Background: an optimization exercise with open tools, aiming at small area. Do not read the settings as production practice.
Only simulation tests tie the RTL to the original design; equivalence was not proved.
Power and IR drop assume default switching activity.

==> flow/design.v, too long to show whole: its modules and the start of the top module <==
// module turn_points_rom: 1795 lines
module turn_points_rom(
    input                   clk,
    input                   reset,
    input                   load_raw,
    input [ 1:0]            song,
    input [10:0]            refer_x, refer_y,
    input [ 9:0]            current_block_x, current_block_y,
    input [ 9:0]            x1, y1, x2, y2,
    output reg              fail,
    output                  is_road,
    output [2:0]            debug
    );
  // ...
==> flow/flow/run.sh <==
#!/bin/bash
# Own layout flow: the standard synthesis (same script, same register mapping) with
# two changes to the combinational mapping: Yosys's extract_fa (half/full adder cells)
# is skipped and ABC runs the area-oriented script flow/abc.script instead of ORFS's
# delay script. Then the standard layout steps (standard.sh), with every port still
# buffered (by buf_1 cells), and clock tree synthesis with clkbuf_4 cells, small sink
# clusters and no dummy loads. Each tool's output goes to synth.log / layout.log here.
set -euo pipefail
W=$(pwd)
F=$W/flow
python3 - "$FLOW_HOME/scripts/synth.tcl" "$W/synth_area.tcl" "$F/abc.script" <<'PY'
import sys
src, dst, script = sys.argv[1:4]
s = open(src).read()
old = "  log_cmd abc {*}$abc_args\n"
assert s.count(old) == 1
new = ("  set abc_args [lreplace $abc_args 1 1 " + script + "]\n"
       "  set i [lsearch $abc_args -D]\n"
       "  if { $i >= 0 } { set abc_args [lreplace $abc_args $i [expr {$i + 1}]] }\n" + old)
s = s.replace(old, new)
old = "  extract_fa {*}[dont_use_extract_fa_args]\n"
assert s.count(old) == 1
s = s.replace(old, "")
open(dst, "w").write(s)
PY
python3 - "$W/synth_recipe.tcl" "$W/synth_top.tcl" "$W/synth_area.tcl" <<'PY'
import sys
src, dst, inner = sys.argv[1:4]
s = open(src).read()
old = "source $::env(SCRIPTS_DIR)/synth.tcl"
assert s.count(old) == 1
open(dst, "w").write(s.replace(old, "source " + inner))
PY
make -C "$FLOW_HOME" DESIGN_CONFIG="$W/config.mk" WORK_HOME="$W/orfs" CLKGATE_MAP_FILE= \
    SYNTH_SCRIPT="$W/synth_top.tcl" synth > "$W/synth.log" 2>&1
bash standard.sh "BUFFER_PORTS_ARGS=-buffer_cell sky130_fd_sc_hd__buf_1" "CTS_ARGS=-sink_clustering_enable -repair_clock_nets -buf_list sky130_fd_sc_hd__clkbuf_8 -dont_use_dummy_load -sink_clustering_size 16 -sink_clustering_max_diameter 40" finish > "$W/layout.log" 2>&1
==> flow/flow/abc.script <==
strash
balance -l
resub -K 6 -l
rewrite -l
resub -K 6 -N 2 -l
refactor -l
resub -K 8 -l
balance -l
resub -K 8 -N 2 -l
rewrite -l
resub -K 10 -l
rewrite -z -l
resub -K 10 -N 2 -l
balance -l
resub -K 12 -l
refactor -z -l
resub -K 12 -N 2 -l
rewrite -z -l
balance -l
&get -n
&get -n
&deepsyn -T 600
&put
dch -f
amap
strash
dch -f
amap
topo
==> flow/standard.sh <==
#!/bin/bash
# synth_recipe.tcl (not shown) runs the flow's synth.tcl, then flattens the netlist and writes it again
# the make line also repeats each setting of config.mk as NAME=value (left out here)
make -C /OpenROAD-flow-scripts/flow DESIGN_CONFIG=/design/flow/config.mk WORK_HOME=/design/flow/orfs CLKGATE_MAP_FILE= SYNTH_SCRIPT=/design/flow/synth_recipe.tcl "${@:-finish}"
==> flow/config.mk <==
export PLATFORM = sky130hd
export DESIGN_NAME = turn_points_rom
export DESIGN_NICKNAME = turn_points_rom
export VERILOG_FILES = /design/flow/design.v
export SDC_FILE = /design/flow/constraint.sdc
export NUM_CORES = 8
export LEC_CHECK = 0
export CAP_MARGIN = 20
export CORE_MARGIN = 2
export CORE_UTILIZATION = 40
export CTS_BUF_LIST = sky130_fd_sc_hd__clkbuf_8
export SETUP_SLACK_MARGIN = 0.4
export SLEW_MARGIN = 20
export SYNTH_MEMORY_MAX_BITS = 16384
==> flow/constraint.sdc <==
create_clock -name core_clock -period 10.0 [get_ports {clk}]
set_input_delay 2.0000 -clock core_clock [delete_from_list [all_inputs] [get_ports {clk}]]
set_output_delay 2.0000 -clock core_clock [all_outputs]
set_load 0.01 [all_outputs]
==> flow_summary.rst, run 1 <==
.. list-table::
   :header-rows: 1

   * - Metric
     - Value
   * - Minimum period implied by the final worst setup slack
     - 8970 ps
   * - Transition time at the pin with the least slew margin
     - 1290 ps
   * - Critical R2R Launch
     - cnt[7]$_DFFE_PP0P_
   * - Pin count of the biggest net entering global routing
     - 166
   * - Number of cells traversed by the worst register-to-register path
     - 30
   * - Number of cells on the worst hold path
     - 1
   * - Power in the clock group
     - 1.16 mW
   * - Met2 Track Usage GR
     - 75.4%
   * - Worst reg2reg path endpoint
     - s1[9]$_SDFFCE_PP1P_
   * - Crit-path leading delay family
     - compound AO/OA/AOI/OAI gates
   * - Most common cell after layout, fill and taps aside
     - nor2_1
   * - Power of the sequential group
     - 1.81 mW
   * - Post-CTS setup buffers
     - 0
   * - CP max FO
     - 17
   * - Fmax
     - 112 MHz
   * - Number of standard cells in the final layout excluding fillers
     - 5157
   * - Most repeated cell in the gate-level netlist after synthesis
     - nor2_1
   * - Number of gates given a new drive strength after cts
     - 0
   * - Total Power Consumption
     - 6.36 mW
   * - Relative slew margins
     - 11.7%
   * - Capturing element type of the critical path
     - output pin
   * - Run status
     - no timing/DRC/antenna violations
   * - FFs w/ async S/R, synth
     - 3.14%
   * - Largest area class, layout
     - multi-input gates
   * - First-pass GRT wire length
     - 263000 um
   * - Layout cells sized above 1
     - 6.09%
   * - Share of the clock period used by the worst path
     - 89.7%
   * - Number of port buffers
     - 91
   * - DRT Wirelength
     - 190000 um
   * - Adder-cell area share of the yosys netlist
     - 0%
   * - Leading cell types in the layout, fill and taps excluded
     - nor2_1, clkinv_1, nand2_1, o22ai_1, o21ai_0
   * - Share of synthesized cell area in and, or, nand and nor gates
     - 23.9%
   * - Worst vdd ir
     - 95.2 uV
   * - Busiest grt layer
     - met2
   * - Non-clk invs
     - 514
   * - Number of multi-input combinational cells
     - 3137
   * - Critical Path AT
     - 6970 ps
   * - Number of antenna violations at the first check in global routing
     - 15
   * - Part of the Yosys area used for sequential elements
     - 29.8%
   * - Clock buffer count from CTS
     - 69
   * - Portion of synthesized cell area occupied by the leading cell type
     - 25.6%
   * - Min setup slack post-route
     - 1030 ps
==> run 2, diff against run 1 <==
--- a/flow/flow/run.sh
+++ b/flow/flow/run.sh
@@ -35,2 +35,2 @@
     SYNTH_SCRIPT="$W/synth_top.tcl" synth > "$W/synth.log" 2>&1
-bash standard.sh "BUFFER_PORTS_ARGS=-buffer_cell sky130_fd_sc_hd__buf_1" "CTS_ARGS=-sink_clustering_enable -repair_clock_nets -buf_list sky130_fd_sc_hd__clkbuf_8 -dont_use_dummy_load -sink_clustering_size 16 -sink_clustering_max_diameter 40" finish > "$W/layout.log" 2>&1
+bash standard.sh "BUFFER_PORTS_ARGS=-buffer_cell sky130_fd_sc_hd__buf_1" "CTS_ARGS=-sink_clustering_enable -repair_clock_nets -buf_list sky130_fd_sc_hd__clkbuf_4 -dont_use_dummy_load -sink_clustering_size 8 -sink_clustering_max_diameter 40" finish > "$W/layout.log" 2>&1
--- a/flow/config.mk
+++ b/flow/config.mk
@@ -10,3 +10,3 @@
 export CORE_UTILIZATION = 40
-export CTS_BUF_LIST = sky130_fd_sc_hd__clkbuf_8
+export CTS_BUF_LIST = sky130_fd_sc_hd__clkbuf_4
 export SETUP_SLACK_MARGIN = 0.4
==> run 2 against run 1 <==
Still clean. Via count about the same. First-iteration DRC count increased by 1.0%. Register-to-register slack got worse by 70 ps. Critical path type unchanged. Critical endpoint unchanged. Largest cell class unchanged. Largest power group unchanged.
==> flow_summary.rst, run 2 <==
.. list-table::
   :header-rows: 1

   * - Metric
     - Value
   * - Distinct cell type count of the synthesized netlist
     - 60 (unchanged)
   * - Total number of clock tree sinks
     - 287 (unchanged)
   * - Critical Path AT
     - 6940 ps (was 6970 ps)
   * - Vertical die dimension
     - 265 um (unchanged)
   * - Max Cap Viol
     - 0 (unchanged)
   * - Layout cells sized above 1
     - 6.26% (was 6.09%)
   * - Worst setup SP type
     - primary input (unchanged)
   * - Post-route core utilization
     - 45.6% (was 46.1%)
   * - CTS Buffer Depth
     - 3 (unchanged)
   * - DRT Wirelength
     - 191000 um (was 190000 um)
   * - Layout overhead on the synthesized area
     - 12.5% (was 13.9%)
   * - Net Count, Synth
     - 4028 (unchanged)
   * - Vias in the first global route
     - 35.8k (was 35.7k)
   * - TritonCTS clock tree
     - yes (unchanged)
   * - Fmax
     - 112 MHz (about the same)
   * - Final hold violations
     - 0 (unchanged)
   * - Total vias in the final route
     - 38.8k (was 38.7k)
   * - Number of warnings issued by yosys
     - 1 (unchanged)
   * - First-pass GRT wire length
     - 264000 um (was 263000 um)
   * - Finish-stage setup viols
     - 0 (unchanged)
   * - Setup WS pre-CTS
     - 1520 ps (unchanged)
   * - Post-CTS Hold Buffers
     - 0 (unchanged)
   * - Clock slew seen by the registers of the worst setup and hold paths
     - 40 ps (was 30 ps)
   * - Power density over cell area
     - 197 nW/um^2 (was 205 nW/um^2)
   * - Min-delay src
     - al1$_SDFFE_PP1P_ (unchanged)
   * - Transition time at the pin with the least slew margin
     - 1320 ps (was 1290 ps)
   * - Setup CP Type
     - primary input to output pin (unchanged)
   * - Part of the Yosys area used for sequential elements
     - 29.8% (unchanged)
   * - Routed length per placed instance
     - 36.9 um (was 36.8 um)
   * - Global routing usage summed across all routing layers
     - 52.6% (was 52.3%)
   * - Half-perimeter wire length after detailed placement
     - 145000 um (unchanged)
   * - Portion of synthesized cell area occupied by the leading cell type
     - 25.6% (unchanged)
   * - Horizontal die dimension
     - 265 um (unchanged)
   * - Minimum period implied by the final worst setup slack
     - 8940 ps (was 8970 ps)
   * - Net count of the finished layout
     - 4367 (was 4361)
   * - Cell row count
     - 95 (unchanged)
   * - Post-synthesis cell type with the largest combined area
     - edfxtp_1 (unchanged)
   * - First element of the critical path
     - current_block_x[5] (was current_block_y[7])
   * - Residual DRC count
     - 0 (unchanged)
   * - Share of the clock period used by the worst path
     - 89.4% (was 89.7%)
   * - Level count of the clock H-tree
     - 3 (unchanged)
   * - Number of port buffers
     - 91 (unchanged)
   * - RD Place Congestion
     - 1.11 (unchanged)
   * - Switching pwr
     - 3.32 mW (was 3.35 mW)
   * - Detail-routed via count per cell
     - 7.51 (about the same)
   * - Clock power frac
     - 14.0% (was 18.3%)
   * - Total die area
     - 70400 um^2 (unchanged)
   * - Reg power frac
     - 29.9% (was 28.4%)
   * - Final antenna-violating net count
     - 0 (unchanged)
   * - Drt initial violations
     - 8162 (was 8078)
   * - Slew Viols, Final
     - 0 (unchanged)
   * - CP Data Required Time
     - 8000 ps (about the same)
   * - Number of antenna violations at the first check in global routing
     - 14 (was 15)
   * - Post-CTS setup buffers
     - 0 (unchanged)
   * - Clock buffer count from CTS
     - 72 (was 69)
   * - Most repeated cell in the gate-level netlist after synthesis
     - nor2_1 (unchanged)
   * - Post-Route Setup TNS
     - 0 ps (unchanged)
   * - Mean instance size in the synthesized netlist
     - 6.93 um^2 (unchanged)
   * - Critical R2R Launch
     - cnt[3]$_DFFE_PP0P_ (was cnt[7]$_DFFE_PP0P_)
   * - Run status
     - no timing/DRC/antenna violations (unchanged)
   * - Starting density of the core
     - 40.5% (unchanged)
   * - Min setup slack post-route
     - 1060 ps (was 1030 ps)
   * - Clock network latency to the later pin of the worst-skew pair
     - 890 ps (was 710 ps)
   * - Synthesized instance count
     - 3941 (unchanged)
   * - Leading cell types in the layout, fill and taps excluded
     - nor2_1, clkinv_1, nand2_1, o22ai_1, o21ai_0 (unchanged)
   * - Internal power of the cells
     - 2.74 mW (was 3.01 mW)
   * - Boundary pin count
     - 92 (unchanged)
   * - Combinational share of power
     - 56.1% (was 53.3%)
   * - Commonest cells post-synth
     - nor2_1, clkinv_1, nand2_1 (unchanged)
   * - Setup repair after global routing missed its margin
     - false (unchanged)
   * - Cell at the root of the clock tree
     - clkbuf_4 (was clkbuf_8)
   * - Relative slew margins
     - 12.0% (was 11.7%)
   * - CP max FO
     - 12 (was 17)
   * - Hold/Removal Path Class
     - register to register (unchanged)
   * - Remaining global-route overflow
     - 0 (unchanged)
   * - Most used flip-flop cell after synthesis
     - edfxtp_1 (unchanged)
   * - FFs w/ async S/R, synth
     - 3.14% (unchanged)
   * - Worst vdd ir
     - 98.7 uV (was 95.2 uV)
   * - Number of gates given a new drive strength after cts
     - 0 (unchanged)
   * - Total leakage power
     - 10.0 nW (was 10.2 nW)
   * - Placeable Area
     - 67400 um^2 (unchanged)
   * - Net switching fraction of the power
     - 54.8% (was 52.6%)
   * - Post-synth EDFFs
     - 233 (unchanged)
   * - Top cells by area, synth
     - edfxtp_1, nor2_1, o22ai_1, clkinv_1, nand2_1 (unchanged)
   * - Most common cell after layout, fill and taps aside
     - nor2_1 (unchanged)
   * - First-pass DRT Iterations
     - 12 (was 20)
   * - Pin count of the biggest net entering global routing
     - 166 (unchanged)
   * - Setup skew after layout
     - 76.8 ps (was 87.1 ps)
   * - Capturing element type of the critical path
     - output pin (unchanged)
   * - Number of storage elements in the synthesis netlist
     - 287 (unchanged)
   * - Netlist area before placement
     - 27300 um^2 (unchanged)
==> run 2: cell families after synthesis <==
| family | count (synthesis) | synth area share (%) |
|---|---|---|
| flops | 287 | 29.8 |
| simple gates | 1537 | 23.9 |
| buf+inv | 517 | 7.15 |
| compound gates | 1600 | 39.2 |
==> run 2: path summary, 6_finish.rpt <==
| check | endpoint | slack, ps | depth (start not counted) |
|---|---|---|---|
| max in group asynchronous | cnt[0]$_DFFE_PP1P_ | 8620 | 2 |
| setup / recovery | is_road | 1060 | 22 |
| hold reg to reg | al2$_SDFFE_PP1P_ | 510 | 1 |
| hold / removal | al2$_SDFFE_PP1P_ | 510 | 1 |
| setup reg to reg | s1[9]$_SDFFCE_PP1P_ | 2010 | 32 |
| min in group asynchronous | cnt[3]$_DFFE_PP0P_ | 1100 | 2 |
==> run 2: critical path, stage by stage <==
cell and delay, ps:
buf_1 170, o22ai_1 790, clkinv_1 720, o22ai_1 350, or2_0 160, a31o_1 140
o211ai_1 90, a22oi_1 530, o21ai_0 350, clkinv_1 100, nor2_1 40, o211ai_1 190
o221ai_1 150, o21a_1 130, nor2_1 100, clkinv_1 80, nor3_1 180, and2_0 150
nand2_1 120, nor2_1 120, nand2_1 90, buf_1 150
==> run 2: metrics by stage <==
stage | std cells | hold WS, ps | area (um^2) | power [mW]
global placement | 5074 | 491 | 30100 | 4.94
detailed placement | 5074 | 499 | 30100 | 4.89
global route | 5157 | 522 | 30700 | 6.15
finish | 5164 | 506 | 30700 | 6.06
CTS | 5146 | 506 | 30600 | 5.73
floorplan | 3941 | 466 | 27300 | 3.40
==> run 2: area by class of cell <==
cell class,count,area [um^2]
Multi-Input combinational cell,3137,17300
Antenna cell,13,32.5
Clock buffer,72,541
Sequential cell,287,8130
Fill cell,7060,36700
Timing Repair Buffer,268,1680
Tap cell,873,1090
Inverter,514,1940
==> run 2: power by group through the flow <==
stage,sequential (mW),combinational (mW),clock [mW]
6_report,1.81,3.40,0.851
5_1_grt,1.80,3.47,0.885
4_1_cts,1.77,3.11,0.841
3_5_place_dp,1.80,3.10,0
3_3_place_gp,1.80,3.13,0
2_1_floorplan,1.70,1.71,0
==> run 2: per-layer routing <==
metal	track usage, %	vias to the layer above	routed length (um)
met5	0.554	-	87
met4	46.3	6	21900
met3	20.3	1242	29200
met2	75.6	3870	75700
met1	60.7	17800	63800
li1	-	15800	-
==> run 3, diff against run 2 <==
--- a/flow/config.mk
+++ b/flow/config.mk
@@ -11,2 +11,3 @@
 export CTS_BUF_LIST = sky130_fd_sc_hd__clkbuf_4
+export PLACE_DENSITY = 0.4
 export SETUP_SLACK_MARGIN = 0.4
==> run 3 against run 2 <==
Synthesized cell count is essentially flat. Fmax up 0.27%. Clock power is 13% lower. Worst hold slack improved by 4.8 ps. Critical path type unchanged. Still clean. Combinational power rose by 2%. Register-to-register slack got worse by 20 ps. Global-route usage is 5.2 points lower. Sequential power barely moved. Synthesized area increased by 0.41%. Cell area decreased by 0.68%. First-iteration DRC count down 13%. Non-clock buffer count is 24 lower.
==> flow_summary.rst, run 3 <==
.. list-table::
   :header-rows: 1

   * - Metric
     - Value
   * - Clock buffer count from CTS
     - 59 (was 72)
   * - Crit-path leading delay family
     - compound AO/OA/AOI/OAI gates (unchanged)
   * - Cell Area, Placed
     - 30000 um^2 (was 30100 um^2)
   * - Power density over cell area
     - 198 nW/um^2 (was 197 nW/um^2)
   * - Final hold violations
     - 0 (unchanged)
   * - Level count of the clock H-tree
     - 2 (was 3)
   * - Starting density of the core
     - 40.6% (was 40.5%)
   * - Post-Route Setup TNS
     - 0 ps (unchanged)
   * - Critical R2R Launch
     - cnt[5]$_DFFE_PP0P_ (was cnt[3]$_DFFE_PP0P_)
   * - Distinct cell type count of the synthesized netlist
     - 61 (was 60)
   * - DRT Wirelength
     - 173000 um (was 191000 um)
   * - First-pass GRT wire length
     - 244000 um (was 264000 um)
   * - Cell row count
     - 95 (unchanged)
   * - Routed length per placed instance
     - 33.9 um (was 36.9 um)
   * - Max Cap Viol
     - 0 (unchanged)
   * - Hold/Removal Path Class
     - register to register (unchanged)
   * - Leading cell types in the layout, fill and taps excluded
     - nor2_1, clkinv_1, o22ai_1, nand2_1, o21ai_0 (was nor2_1, clkinv_1, nand2_1, o22ai_1, o21ai_0)
   * - Area of the multi-input gates
     - 17400 um^2 (was 17300 um^2)
   * - Vertical die dimension
     - 266 um (was 265 um)
   * - Top cells by area, synth
     - edfxtp_1, nor2_1, o22ai_1, clkinv_1, nand2_1 (unchanged)
   * - Library cell contributing the largest single delay on the critical path
     - o22ai_1 (unchanged)
   * - Netlist area before placement
     - 27400 um^2 (was 27300 um^2)
   * - Minimum period implied by the final worst setup slack
     - 8920 ps (was 8940 ps)
   * - Boundary pin count
     - 92 (unchanged)
   * - Worst vdd ir
     - 142 uV (was 98.7 uV)
   * - CP Data Required Time
     - 8000 ps (about the same)
   * - First-pass DRT Iterations
     - 8 (was 12)
   * - Remaining global-route overflow
     - 0 (unchanged)
   * - Cell at the root of the clock tree
     - clkbuf_4 (unchanged)
   * - Setup skew after layout
     - 158 ps (was 76.8 ps)
   * - Slew Viols, Final
     - 0 (unchanged)
   * - Share of the clock period used by the worst path
     - 89.2% (was 89.4%)
   * - Number of antenna violations at the first check in global routing
     - 3 (was 14)
   * - Number of warnings issued by yosys
     - 1 (unchanged)
   * - Finish-stage setup viols
     - 0 (unchanged)
   * - Pin count of the biggest net entering global routing
     - 107 (was 166)
   * - Clock network latency to the later pin of the worst-skew pair
     - 940 ps (was 890 ps)
   * - Post-CTS Hold Buffers
     - 0 (unchanged)
   * - Synthesized instance count
     - 3939 (was 3941)
   * - Highest cell delay on the worst timing path
     - 960 ps (was 790 ps)
   * - Clock slew seen by the registers of the worst setup and hold paths
     - 70 ps (was 40 ps)
   * - Total leakage power
     - 9.91 nW (was 10.0 nW)
   * - Detail-routed via count per cell
     - 7.35 (was 7.51)
   * - FFs w/ async S/R, synth
     - 3.14% (unchanged)
   * - CTS Buffer Depth
     - 3 (unchanged)
   * - Global routing usage summed across all routing layers
     - 47.4% (was 52.6%)
   * - Total Power Consumption
     - 6.05 mW (was 6.06 mW)
   * - Drt initial violations
     - 7083 (was 8162)
   * - Net count of the finished layout
     - 4328 (was 4367)
   * - Capturing element type of the critical path
     - output pin (unchanged)
   * - Fmax
     - 112 MHz (about the same)
   * - Most used flip-flop cell after synthesis
     - edfxtp_1 (unchanged)
   * - First element of the critical path
     - current_block_y[9] (was current_block_x[5])
   * - Total die area
     - 70600 um^2 (was 70400 um^2)
   * - Critical Path AT
     - 6920 ps (was 6940 ps)
   * - Post-CTS setup buffers
     - 0 (unchanged)
   * - Net Count, Synth
     - 4026 (was 4028)
   * - Vias in the first global route
     - 34.6k (was 35.8k)
   * - Post-route design area
     - 30500 um^2 (was 30700 um^2)
   * - Relative slew margins
     - 18.1% (was 12.0%)
   * - TritonCTS clock tree
     - yes (unchanged)
   * - Setup CP Type
     - primary input to output pin (unchanged)
   * - Number of port buffers
     - 91 (unchanged)
   * - Sequential Area
     - 8130 um^2 (unchanged)
   * - Tightest hold margin
     - 511 ps (was 506 ps)
   * - Most common cell after layout, fill and taps aside
     - nor2_1 (unchanged)
   * - Mean instance size in the synthesized netlist
     - 6.96 um^2 (was 6.93 um^2)
   * - Layout overhead on the synthesized area
     - 11.2% (was 12.5%)
   * - Cells traversed along the worst timing path
     - buf_1, o22ai_1, clkinv_1, o22a_1, o22a_1, o21ai_0, clkinv_1, a31oi_1, nor2_1, o311ai_0, a31oi_1, or4_1, nor2_1, nand2_1, nand2b_1, nand2b_1, buf_1 (was buf_1, o22ai_1, clkinv_1, o22ai_1, or2_0, a31o_1, o211ai_1, a22oi_1, o21ai_0, clkinv_1, nor2_1, o211ai_1, o221ai_1, o21a_1, nor2_1, clkinv_1, nor3_1, and2_0, nand2_1, nor2_1, nand2_1, buf_1)
   * - Total vias in the final route
     - 37.6k (was 38.8k)
   * - Residual DRC count
     - 0 (unchanged)
   * - Horizontal die dimension
     - 266 um (was 265 um)
   * - RD Place Congestion
     - 1.13 (was 1.11)
   * - Half-perimeter wire length after detailed placement
     - 134000 um (was 145000 um)
   * - Portion of synthesized cell area occupied by the leading cell type
     - 25.5% (was 25.6%)
   * - Filler Cells Inserted
     - 7226 (was 7060)
   * - Post-synthesis cell type with the largest combined area
     - edfxtp_1 (unchanged)
   * - Min-delay src
     - sp_pos[4]$_SDFFE_PP0P_ (was al1$_SDFFE_PP1P_)
   * - Commonest cells post-synth
     - nor2_1, clkinv_1, o22ai_1 (was nor2_1, clkinv_1, nand2_1)
   * - Part of the Yosys area used for sequential elements
     - 29.6% (was 29.8%)
   * - Placeable Area
     - 67500 um^2 (was 67400 um^2)
   * - Layout cells sized above 1
     - 5.43% (was 6.26%)
   * - Most repeated cell in the gate-level netlist after synthesis
     - nor2_1 (unchanged)
   * - Post-route core utilization
     - 45.2% (was 45.6%)
   * - Final antenna-violating net count
     - 0 (unchanged)
   * - Setup repair after global routing missed its margin
     - false (unchanged)
   * - Transition time at the pin with the least slew margin
     - 1230 ps (was 1320 ps)
   * - Post-synth EDFFs
     - 233 (unchanged)
   * - Run status
     - no timing/DRC/antenna violations (unchanged)
   * - Number of gates given a new drive strength after cts
     - 0 (unchanged)
   * - Count of buffer and inverter cells on the critical path
     - 4 (was 5)
   * - Number of storage elements in the synthesis netlist
     - 287 (unchanged)
   * - Total number of clock tree sinks
     - 287 (unchanged)
   * - CP max FO
     - 9 (was 12)
   * - Worst setup SP type
     - primary input (unchanged)
-- run 3: cell types whose count changed in the layout (fill, tap and decap cells not counted), sizes merged, moves of 10 or more --
cell    previous run  this run
nor2             764       733
buf              267       244
nand2            394       372
a221oi            69        53
clkbuf            73        59
a22oi             89       102
nand3             64        51
nor4              32        44
a222oi            43        32
diode             13         3
nor2b             12        22
-- run 3: area by class of cell --
| class | count | area share (%) |
|---|---|---|
| repair buffers | 244 | 4.86 |
| flip-flops and latches | 287 | 26.7 |
| diodes | 3 | 0.0246 |
| inverters | 515 | 6.39 |
| well taps | 873 | 3.58 |
| multi-input cells | 3134 | 57.0 |
| clock buffers | 59 | 1.45 |
-- run 3: metal layers --
metal  track usage, %  vias to the layer above  share of wire, %
met5                0                        -                 0
met4             37.6                        0                10
met3             12.2                      926                14
met2             70.1                     3408                41
met1             58.6                    17600                36
li1                 -                    15700                 -
-- run 3: power breakdown --
part	total (mW)	leakage [nW]	switching, mW	internal, mW
Clock	0.744	0.271	0.479	0.265
Sequential	1.83	2.72	0.298	1.53
Combinational	3.48	6.91	2.51	0.967
-- run 3: path summary, 6_finish.rpt --
| check | endpoint | slack [ps] | cells after the start |
|---|---|---|---|
| max | is_road | 1080 | 17 |
| min in group asynchronous | cnt[1]$_DFFE_PP0P_ | 1000 | 2 |
| max in group asynchronous | cnt[4]$_DFFE_PP1P_ | 8740 | 2 |
| min | sp_pos[4]$_SDFFE_PP0P_ | 510 | 1 |
| min reg2reg | sp_pos[4]$_SDFFE_PP0P_ | 510 | 1 |
| max reg2reg | s1[9]$_SDFFCE_PP1P_ | 1990 | 30 |
-- run 3: through the flow --
step | setup WS [ps] | std cells
3_3_place_gp | 1400 | 5050
4_1_cts | 1340 | 5109
6_report | 1080 | 5115
5_1_grt | 1030 | 5113
3_5_place_dp | 1390 | 5050
2_1_floorplan | 436 | 3939
-- run 3: cells by family after synthesis --
kind of cell | after synthesis | share of synthesized area (%)
simple gates | 1525 | 24.0
flops | 287 | 29.6
buf+inv | 518 | 7.13
compound gates | 1608 | 39.2
xor+xnor | 1 | 0.0320
==> run 4, diff against run 3 <==
--- a/flow/flow/abc.script
+++ b/flow/flow/abc.script
@@ -21,3 +21,4 @@
 &get -n
-&deepsyn -T 600
+&stochsyn -I 30 -P 4 -T 300 &dc2
+&deepsyn -T 300
 &put
==> run 4 against run 3 <==
Worst hold slack better by 17 ps. Critical path type unchanged. Synthesized cell count about the same. Still clean on timing, DRC and antenna. Power down 4.9%.
==> flow_summary.rst, run 4 <==
.. list-table::
   :header-rows: 1

   * - Metric
     - Value
   * - Run status
     - no timing/DRC/antenna violations (unchanged)
   * - Worst vdd ir
     - 80.0 uV (was 142 uV)
   * - Power density over cell area
     - 185 nW/um^2 (was 198 nW/um^2)
   * - CTS Buffer Depth
     - 3 (unchanged)
   * - Cell row count
     - 96 (was 95)
   * - Global routing usage summed across all routing layers
     - 52.0% (was 47.4%)
   * - Cell at the root of the clock tree
     - clkbuf_4 (unchanged)
   * - Most common cell after layout, fill and taps aside
     - nor2_1 (unchanged)
   * - Net count of the finished layout
     - 4379 (was 4328)
   * - DRT Wirelength
     - 189000 um (was 173000 um)
   * - Number of storage elements in the synthesis netlist
     - 287 (unchanged)
   * - Portion of synthesized cell area occupied by the leading cell type
     - 25.5% (about the same)
   * - Final hold violations
     - 0 (unchanged)
   * - Number of port buffers
     - 91 (unchanged)
   * - Crit-path most repeated cell
     - o21ai_0
   * - Clock power frac
     - 14.7% (was 12.3%)
   * - Net Count, Synth
     - 4023 (was 4026)
   * - Part of the Yosys area used for sequential elements
     - 29.6% (about the same)
   * - Setup repair after global routing missed its margin
     - false (unchanged)
   * - Finish-stage setup viols
     - 0 (unchanged)
   * - CP max FO
     - 8 (was 9)
   * - Hold/Removal Path Class
     - register to register (unchanged)
   * - Switching pwr
     - 3.10 mW (was 3.29 mW)
   * - Capturing element type of the critical path
     - output pin (unchanged)
   * - Residual DRC count
     - 0 (unchanged)
   * - Setup CP Type
     - primary input to output pin (unchanged)
   * - Highest cell delay on the worst timing path
     - 960 ps (about the same)
   * - Setup skew after layout
     - 191 ps (was 158 ps)
   * - FFs w/ async S/R, synth
     - 3.14% (unchanged)
   * - Post-synth EDFFs
     - 233 (unchanged)
   * - Final antenna-violating net count
     - 0 (unchanged)
   * - Busiest grt layer
     - met2 (unchanged)
   * - Starting density of the core
     - 40.2% (was 40.6%)
   * - Pin count of the biggest net entering global routing
     - 111 (was 107)
   * - Boundary pin count
     - 92 (unchanged)
   * - Netlist area before placement
     - 27500 um^2 (was 27400 um^2)
   * - Reg power frac
     - 30.1% (was 30.2%)
   * - Critical Path AT
     - 7290 ps (was 6920 ps)
   * - Setup WS pre-CTS
     - 1170 ps (was 1390 ps)
   * - First-pass GRT wire length
     - 262000 um (was 244000 um)
   * - Worst setup SP type
     - primary input (unchanged)
   * - Drt initial violations
     - 7247 (was 7083)
   * - Minimum setup slack among reg-to-reg paths
     - 2820 ps (was 1990 ps)
   * - Most used flip-flop cell after synthesis
     - edfxtp_1 (unchanged)
   * - Post-Route Setup TNS
     - 0 ps (unchanged)
   * - Crit-path leading delay family
     - compound AO/OA/AOI/OAI gates (unchanged)
   * - Worst reg2reg path endpoint
     - s1[9]$_SDFFCE_PP1P_ (unchanged)
   * - Post-route core utilization
     - 45.6% (was 45.2%)
   * - Most repeated cell in the gate-level netlist after synthesis
     - nor2_1 (unchanged)
   * - Share of the clock period used by the worst path
     - 92.9% (was 89.2%)
   * - Horizontal die dimension
     - 266 um (about the same)
   * - Vias in the first global route
     - 35.2k (was 34.6k)
   * - Min setup slack post-route
     - 711 ps (was 1080 ps)
   * - RD Place Congestion
     - 1.15 (was 1.13)
   * - Remaining global-route overflow
     - 0 (unchanged)
   * - Clock buffer count from CTS
     - 73 (was 59)
   * - Half-perimeter wire length after detailed placement
     - 144000 um (was 134000 um)
   * - Combinational share of power
     - 55.2% (was 57.5%)
   * - Distinct cell type count of the synthesized netlist
     - 58 (was 61)
   * - Vertical die dimension
     - 266 um (about the same)
   * - Clock network latency to the later pin of the worst-skew pair
     - 940 ps (about the same)
   * - Met2 Track Usage GR
     - 72.3% (was 70.1%)
   * - Minimum period implied by the final worst setup slack
     - 9290 ps (was 8920 ps)
   * - Synthesized instance count
     - 3936 (was 3939)
   * - Detail-routed via count per cell
     - 7.48 (was 7.35)
   * - Net switching fraction of the power
     - 53.8% (was 54.3%)
   * - Total die area
     - 70800 um^2 (was 70600 um^2)
   * - Layout overhead on the synthesized area
     - 13.3% (was 11.2%)
   * - Leading cell types in the layout, fill and taps excluded
     - nor2_1, clkinv_1, o22ai_1, nand2_1, o21ai_0 (unchanged)
   * - Number of antenna violations at the first check in global routing
     - 17 (was 3)
   * - Total vias in the final route
     - 38.8k (was 37.6k)
   * - Total number of clock tree sinks
     - 287 (unchanged)
   * - First-pass DRT Iterations
     - 11 (was 8)
   * - Total leakage power
     - 10.1 nW (was 9.91 nW)
   * - Number of warnings issued by yosys
     - 1 (unchanged)
   * - Post-synthesis cell type with the largest combined area
     - edfxtp_1 (unchanged)
   * - Met1 layer usage reported by global route
     - 62.7% (was 58.6%)
   * - Library cell contributing the largest single delay on the critical path
     - o22ai_1 (unchanged)
   * - Layout cells sized above 1
     - 6.85% (was 5.43%)
   * - Count of buffer and inverter cells on the critical path
     - 4 (unchanged)
   * - Cells traversed along the worst timing path
     - buf_1, o22ai_1, clkinv_1, o21ai_0, o31ai_1, nor3_1, o21ai_0, o21ai_0, nor2_1, a221oi_1, or3_1, a31oi_1, nor4_1, buf_4, nor2b_1, nor2b_1, nand2_1, nand3b_1, buf_1 (was buf_1, o22ai_1, clkinv_1, o22a_1, o22a_1, o21ai_0, clkinv_1, a31oi_1, nor2_1, o311ai_0, a31oi_1, or4_1, nor2_1, nand2_1, nand2b_1, nand2b_1, buf_1)
   * - Routed length per placed instance
     - 36.4 um (was 33.9 um)
   * - Min-delay src
     - al18$_SDFFE_PP0P_ (was sp_pos[4]$_SDFFE_PP0P_)
   * - Relative slew margins
     - 8.05% (was 18.1%)
   * - Post-CTS setup buffers
     - 0 (unchanged)
   * - CP Data Required Time
     - 8000 ps (about the same)
   * - First element of the critical path
     - current_block_x[8] (was current_block_y[9])
   * - Slew Viols, Final
     - 0 (unchanged)
   * - Transition time at the pin with the least slew margin
     - 1380 ps (was 1230 ps)
   * - Critical R2R Launch
     - cnt[3]$_DFFE_PP0P_ (was cnt[5]$_DFFE_PP0P_)
   * - Post-CTS Hold Buffers
     - 0 (unchanged)
   * - TritonCTS clock tree
     - yes (unchanged)
   * - Clock slew seen by the registers of the worst setup and hold paths
     - 60 ps (was 70 ps)
   * - Internal power of the cells
     - 2.66 mW (was 2.76 mW)
   * - Tightest hold margin
     - 528 ps (was 511 ps)
   * - Max Cap Viol
     - 0 (unchanged)
   * - Number of cells on the worst hold path
     - 2 (was 1)
   * - Top cells by area, synth
     - edfxtp_1, nor2_1, o22ai_1, clkinv_1, o21ai_0 (was edfxtp_1, nor2_1, o22ai_1, clkinv_1, nand2_1)
   * - Placeable Area
     - 68200 um^2 (was 67500 um^2)
   * - Mean instance size in the synthesized netlist
     - 6.98 um^2 (was 6.96 um^2)
   * - Endpoint, Worst Hold
     - al18$_SDFFE_PP0P_ (was sp_pos[4]$_SDFFE_PP0P_)
   * - Total Power Consumption
     - 5.76 mW (was 6.05 mW)
   * - Fmax
     - 108 MHz (was 112 MHz)
   * - Level count of the clock H-tree
     - 3 (was 2)
   * - Global Route met3 Usage
     - 21.8% (was 12.2%)
   * - Number of gates given a new drive strength after cts
     - 0 (unchanged)
   * - Number of cells traversed by the worst register-to-register path
     - 27 (was 30)
   * - Commonest cells post-synth
     - nor2_1, clkinv_1, o22ai_1 (unchanged)
==> run 4: power groups by stage <==
stage | logic (mW) | registers [mW] | clock network (mW)
floorplan | 1.58 | 1.66 | 0
global placement | 2.91 | 1.73 | 0
detailed placement | 2.88 | 1.72 | 0
CTS | 2.90 | 1.70 | 0.840
global route | 3.21 | 1.73 | 0.886
finish | 3.18 | 1.73 | 0.847
==> run 4: tightest hold or removal path, cell delays in order (launching register included) <==
cell      delay (ps)
dfxtp_1          330
clkinv_1          70
o22ai_1           80
==> run 4: cells by family after synthesis <==
| logic type | share of synthesized area (%) |
|---|---|
| buffers and inverters | 7.23 |
| AND/OR/NAND/NOR | 22.9 |
| flip-flops | 29.6 |
| AO/OA/AOI/OAI | 40.3 |
==> run 4: routing by layer <==
layer | up-vias | share of wire, %
met3 | 1026 | 16
met1 | 18100 | 35
met2 | 3733 | 39
li1 | 15900 | -
met4 | 18 | 9.7
met5 | - | 0.096
==> run 4: area by class of cell <==
type | instances | area (um^2)
tap | 882 | 1100
antenna | 12 | 30.0
fill | 7236 | 37100
multi-input combinational | 3123 | 17500
clock buffer | 73 | 548
timing repair buffer | 284 | 1800
inverter | 523 | 1980
sequential | 287 | 8130
==> run 4: stage by stage <==
step	area, um^2	cells
global placement	30400	5092
CTS	30900	5165
global route	31100	5177
floorplan	27500	3936
finish	31100	5184
detailed placement	30400	5092
==> run 4: worst max-delay path by stage <==
stage,to,slack [ps],depth (start not counted)
2_1_floorplan,is_road,530,26
3_3_place_gp,is_road,1270,19
4_1_cts,is_road,1150,19
6_report,is_road,710,19
3_5_place_dp,is_road,1170,19
5_1_grt,is_road,600,19
==> run 5, diff against run 4 <==
--- a/flow/flow/run.sh
+++ b/flow/flow/run.sh
@@ -6,3 +6,4 @@
 # buffered (by buf_1 cells), and clock tree synthesis with clkbuf_4 cells, small sink
-# clusters and no dummy loads. Each tool's output goes to synth.log / layout.log here.
+# clusters and no dummy loads, and ORFS power recovery (downsizing gates off the
+# critical paths) after global routing. Each tool's output goes to synth.log / layout.log here.
 set -euo pipefail
@@ -35,2 +36,2 @@
     SYNTH_SCRIPT="$W/synth_top.tcl" synth > "$W/synth.log" 2>&1
-bash standard.sh "BUFFER_PORTS_ARGS=-buffer_cell sky130_fd_sc_hd__buf_1" "CTS_ARGS=-sink_clustering_enable -repair_clock_nets -buf_list sky130_fd_sc_hd__clkbuf_4 -dont_use_dummy_load -sink_clustering_size 8 -sink_clustering_max_diameter 40" finish > "$W/layout.log" 2>&1
+bash standard.sh RECOVER_POWER=100 "BUFFER_PORTS_ARGS=-buffer_cell sky130_fd_sc_hd__buf_1" "CTS_ARGS=-sink_clustering_enable -repair_clock_nets -buf_list sky130_fd_sc_hd__clkbuf_4 -dont_use_dummy_load -sink_clustering_size 8 -sink_clustering_max_diameter 40" finish > "$W/layout.log" 2>&1
--- a/flow/flow/abc.script
+++ b/flow/flow/abc.script
@@ -21,4 +21,3 @@
 &get -n
-&stochsyn -I 30 -P 4 -T 300 &dc2
-&deepsyn -T 300
+&deepsyn -T 600
 &put
==> run 5 against run 4 <==
The layout now fails its checks (capacitance limit, slew limit). Synthesized area decreased by 0.25%. First-iteration DRC count decreased by 4.8%. Global-route usage decreased by 4.0 points. Synthesized cell count increased by 0.15%. Fmax decreased by 0.57%. Register-to-register slack got worse by 1100 ps. Sequential share of layout area increased by 0.46 points. Wire length decreased by 7.6%. Worst hold slack got worse by 21 ps.
==> flow_summary.rst, run 5 <==
.. list-table::
   :header-rows: 1

   * - Metric
     - Value
   * - Run status
     - failed layout checks (was no timing/DRC/antenna violations)
   * - Layout check fault list
     - capacitance limit, slew limit
   * - Synthesized instance count
     - 3942 (was 3936)
   * - Most repeated cell in the gate-level netlist after synthesis
     - nor2_1 (unchanged)
   * - Number of gates given a new drive strength after cts
     - 0 (unchanged)
   * - Minimum period implied by the final worst setup slack
     - 9340 ps (was 9290 ps)
   * - Tightest hold margin
     - 507 ps (was 528 ps)
   * - Slew Viols, Final
     - 370 (was 0)
   * - CTS Buffer Depth
     - 3 (unchanged)
   * - Relative slew margins
     - -181% (was 8.05%)
   * - Total vias in the final route
     - 37.7k (was 38.8k)
   * - Fmax
     - 107 MHz (was 108 MHz)
   * - Sequential Area
     - 8130 um^2 (about the same)
   * - Max Cap Viol
     - 7 (was 0)
   * - Worst vdd ir
     - 133 uV (was 80.0 uV)
   * - Final antenna-violating net count
     - 0 (unchanged)
   * - Final hold violations
     - 0 (unchanged)
   * - Critical Path AT
     - 7340 ps (was 7290 ps)
   * - Boundary pin count
     - 92 (unchanged)
   * - Detail-routed via count per cell
     - 7.34 (was 7.48)
   * - Placeable Area
     - 67500 um^2 (was 68200 um^2)
   * - Number of cells traversed by the worst register-to-register path
     - 28 (was 27)
   * - Cell at the root of the clock tree
     - clkbuf_4 (unchanged)
   * - Share of the clock period used by the worst path
     - 93.4% (was 92.9%)
   * - First-pass GRT wire length
     - 246000 um (was 262000 um)
   * - Number of antenna violations at the first check in global routing
     - 9 (was 17)
   * - Mean instance size in the synthesized netlist
     - 6.95 um^2 (was 6.98 um^2)
   * - Total Power Consumption
     - 5.94 mW (was 5.76 mW)
   * - RD Place Congestion
     - 1.11 (was 1.15)
   * - Top cells by area, synth
     - edfxtp_1, nor2_1, o22ai_1, clkinv_1, nand2_1 (was edfxtp_1, nor2_1, o22ai_1, clkinv_1, o21ai_0)
   * - Hold/Removal Path Class
     - register to register (unchanged)
   * - Portion of synthesized cell area occupied by the leading cell type
     - 25.5% (about the same)
   * - Most common cell after layout, fill and taps aside
     - nor2_1 (unchanged)
   * - Net count of the finished layout
     - 4345 (was 4379)
   * - TritonCTS clock tree
     - yes (unchanged)
   * - Post-route design area
     - 30600 um^2 (was 31100 um^2)
   * - Layout overhead on the synthesized area
     - 11.5% (was 13.3%)
   * - Routed length per placed instance
     - 34.0 um (was 36.4 um)
   * - Half-perimeter wire length after detailed placement
     - 135000 um (was 144000 um)
   * - Capturing element type of the critical path
     - output pin (unchanged)
   * - Layout cells sized above 1
     - 5.33% (was 6.85%)
   * - Number of cells on the worst hold path
     - 2 (unchanged)
   * - CP max FO
     - 18 (was 8)
   * - Power density over cell area
     - 194 nW/um^2 (was 185 nW/um^2)
   * - Number of warnings issued by yosys
     - 1 (unchanged)
   * - Vias in the first global route
     - 34.5k (was 35.2k)
   * - Post-synthesis cell type with the largest combined area
     - edfxtp_1 (unchanged)
   * - CP Data Required Time
     - 8000 ps (about the same)
   * - Remaining global-route overflow
     - 0 (unchanged)
   * - Post-Route Setup TNS
     - 0 ps (unchanged)
   * - Net Count, Synth
     - 4029 (was 4023)
   * - Finish-stage setup viols
     - 0 (unchanged)
   * - Global routing usage summed across all routing layers
     - 48.0% (was 52.0%)
   * - Number of standard cells in the final layout excluding fillers
     - 5134 (was 5184)
   * - DRT Wirelength
     - 175000 um (was 189000 um)
   * - Leading cell types in the layout, fill and taps excluded
     - nor2_1, clkinv_1, nand2_1, o22ai_1, o21ai_0 (was nor2_1, clkinv_1, o22ai_1, nand2_1, o21ai_0)
   * - Number of port buffers
     - 91 (unchanged)
   * - Most used flip-flop cell after synthesis
     - edfxtp_1 (unchanged)
   * - Clock buffer count from CTS
     - 61 (was 73)
   * - Filler Cells Inserted
     - 7244 (was 7236)
   * - FFs w/ async S/R, synth
     - 3.14% (unchanged)
   * - Clock slew seen by the registers of the worst setup and hold paths
     - 70 ps (was 60 ps)
   * - Area of the multi-input gates
     - 17400 um^2 (was 17500 um^2)
   * - Residual DRC count
     - 0 (unchanged)
   * - Post-synth EDFFs
     - 233 (unchanged)
   * - Level count of the clock H-tree
     - 2 (was 3)
   * - Netlist area before placement
     - 27400 um^2 (was 27500 um^2)
   * - Worst setup SP type
     - register (was primary input)
   * - Starting density of the core
     - 40.6% (was 40.2%)
   * - Drt initial violations
     - 6898 (was 7247)
   * - Distinct cell type count of the synthesized netlist
     - 59 (was 58)
   * - First-pass DRT Iterations
     - 8 (was 11)
   * - Setup skew after layout
     - 114 ps (was 191 ps)
   * - Vertical die dimension
     - 266 um (about the same)
   * - Part of the Yosys area used for sequential elements
     - 29.7% (was 29.6%)
   * - Horizontal die dimension
     - 266 um (about the same)
   * - Setup repair after global routing missed its margin
     - false (unchanged)
   * - Total leakage power
     - 9.85 nW (was 10.1 nW)
   * - Cell Area, Placed
     - 30100 um^2 (was 30400 um^2)
   * - Post-CTS setup buffers
     - 0 (unchanged)
   * - Cell count after placement
     - 5068 (was 5092)
   * - Commonest cells post-synth
     - nor2_1, clkinv_1, nand2_1 (was nor2_1, clkinv_1, o22ai_1)
   * - Transition time at the pin with the least slew margin
     - 4220 ps (was 1380 ps)
   * - Number of storage elements in the synthesis netlist
     - 287 (unchanged)
   * - Cell row count
     - 95 (was 96)
   * - Setup CP Type
     - register to output pin (was primary input to output pin)
   * - Total number of clock tree sinks
     - 287 (unchanged)
   * - Clock network latency to the later pin of the worst-skew pair
     - 930 ps (was 940 ps)
   * - Post-CTS Hold Buffers
     - 0 (unchanged)
   * - Total die area
     - 70600 um^2 (was 70800 um^2)
   * - Pin count of the biggest net entering global routing
     - 104 (was 111)
[run 5: cell count changes in the layout (fill, tap and decap cells not counted), moves of 13 or more]
| cell | before | now |
|---|---|---|
| a31oi_1 | 142 | 101 |
| o21bai_1 | 10 | 23 |
| nand2_1 | 343 | 379 |
| clkbuf_1 | 0 | 17 |
| nor3_1 | 122 | 149 |
| buf_4 | 187 | 144 |
| a22oi_1 | 114 | 99 |
| nand3_1 | 71 | 49 |
[run 5: cells by family after synthesis]
kind of cell           share of synthesized area [%]
buffers and inverters                           7.19
AND/OR/NAND/NOR                                 24.1
flip-flops                                      29.7
AO/OA/AOI/OAI                                   39.1
[run 5: power by group]
part | switching, mW | internal, mW | total (mW)
logic | 2.44 | 0.961 | 3.40
registers | 0.269 | 1.52 | 1.79
clock network | 0.475 | 0.274 | 0.748
total | 3.18 | 2.76 | 5.94
[run 5: final timing paths]
path,startpoint,endpoint,slack (ps)
setup / recovery,wsong[0]$_DFFE_PP_,is_road,660
hold / removal,isc19$_SDFFE_PP0P_,isc19$_SDFFE_PP0P_,510
setup reg to reg,cnt[4]$_DFFE_PP1P_,s1[5]$_SDFFCE_PP0P_,1710
hold reg to reg,isc19$_SDFFE_PP0P_,isc19$_SDFFE_PP0P_,510
max in group asynchronous,reset,cnt[0]$_DFFE_PP1P_,8710
min in group asynchronous,reset,cnt[3]$_DFFE_PP0P_,1020
[run 5: cell type report]
class                      count  share of cell area (%)
multi-input combinational   3133                    56.9
sequential                   287                    26.6
inverter                     519                    6.41
timing repair buffer         256                    5.01
tap                          873                    3.58
clock buffer                  61                    1.50
antenna                        5                  0.0410
[run 5: metrics by stage]
step	utilization, %	setup slack (ps)
finish	45.3	657
global route	45.2	292
CTS	45.3	930
detailed placement	44.6	972
global placement	44.6	970
floorplan	-	1120
[run 5: per-layer routing]
layer / share of wire [%] / vias up / global-route usage [%]
li1: - / 15800 / -
met1: 36 / 17500 / 60.1
met2: 39 / 3498 / 68.3
met3: 14 / 909 / 13.7
met4: 11 / 6 / 39.9
met5: 0.026 / - / 0
[run 5: worst max-delay path, cell delays in order, from the launching register on]
cell       delay [ps]
edfxtp_1          650
clkinv_1          840
nor2_1            780
clkinv_1          390
o21ai_0           350
clkinv_1          100
o31ai_1           710
o22ai_1           530
clkinv_1          310
nor2_1             60
o311ai_0          320
a31oi_1           160
nor3_1            260
o21ai_0           160
nand2b_1          200
nand2b_1          150
nand4bb_1         270
buf_1             200

what the ideal ports hide:
Ports are ideal in the flow. The routed layouts listed here were re-timed in OpenROAD.
Step 1 assumes that a clkbuf_16 drives the clock port and a buf_2 every other input.
Step 2 adds t to the input delays and takes it off the output delays; t is the mean of the earliest and latest rising clock arrival at the registers after step 1. Input paths then give back, and output paths get back, about the clock's delay inside the block.
Three values: no drivers, after step 1, after step 2; two values: the first two.
| run | t (ns) | slack for setup (ns) | clock arrival spread, ns | slew at the worst register clock pin (ns) |
|---|---|---|---|---|
| run 1 | 0.735 | 1.032 / 1.008 / 1.008 | 0.099 / 0.099 | 0.09 / 0.09 |
| run 2 | 0.924 | 1.059 / 1.027 / 1.031 | 0.089 / 0.088 | 0.10 / 0.10 |
| run 3 | 0.926 | 1.082 / 1.027 / 1.061 | 0.159 / 0.159 | 0.10 / 0.10 |
| run 4 | 0.913 | 0.711 / 0.691 / 0.691 | 0.191 / 0.191 | 0.09 / 0.09 |
| run 5 | 0.935 | 0.657 / 0.594 / 0.246 | 0.118 / 0.119 | 0.10 / 0.10 |
For run 5, which loses most, drivers alone change the setup slack by -0.063 ns; drivers and shift together by -0.411 ns.
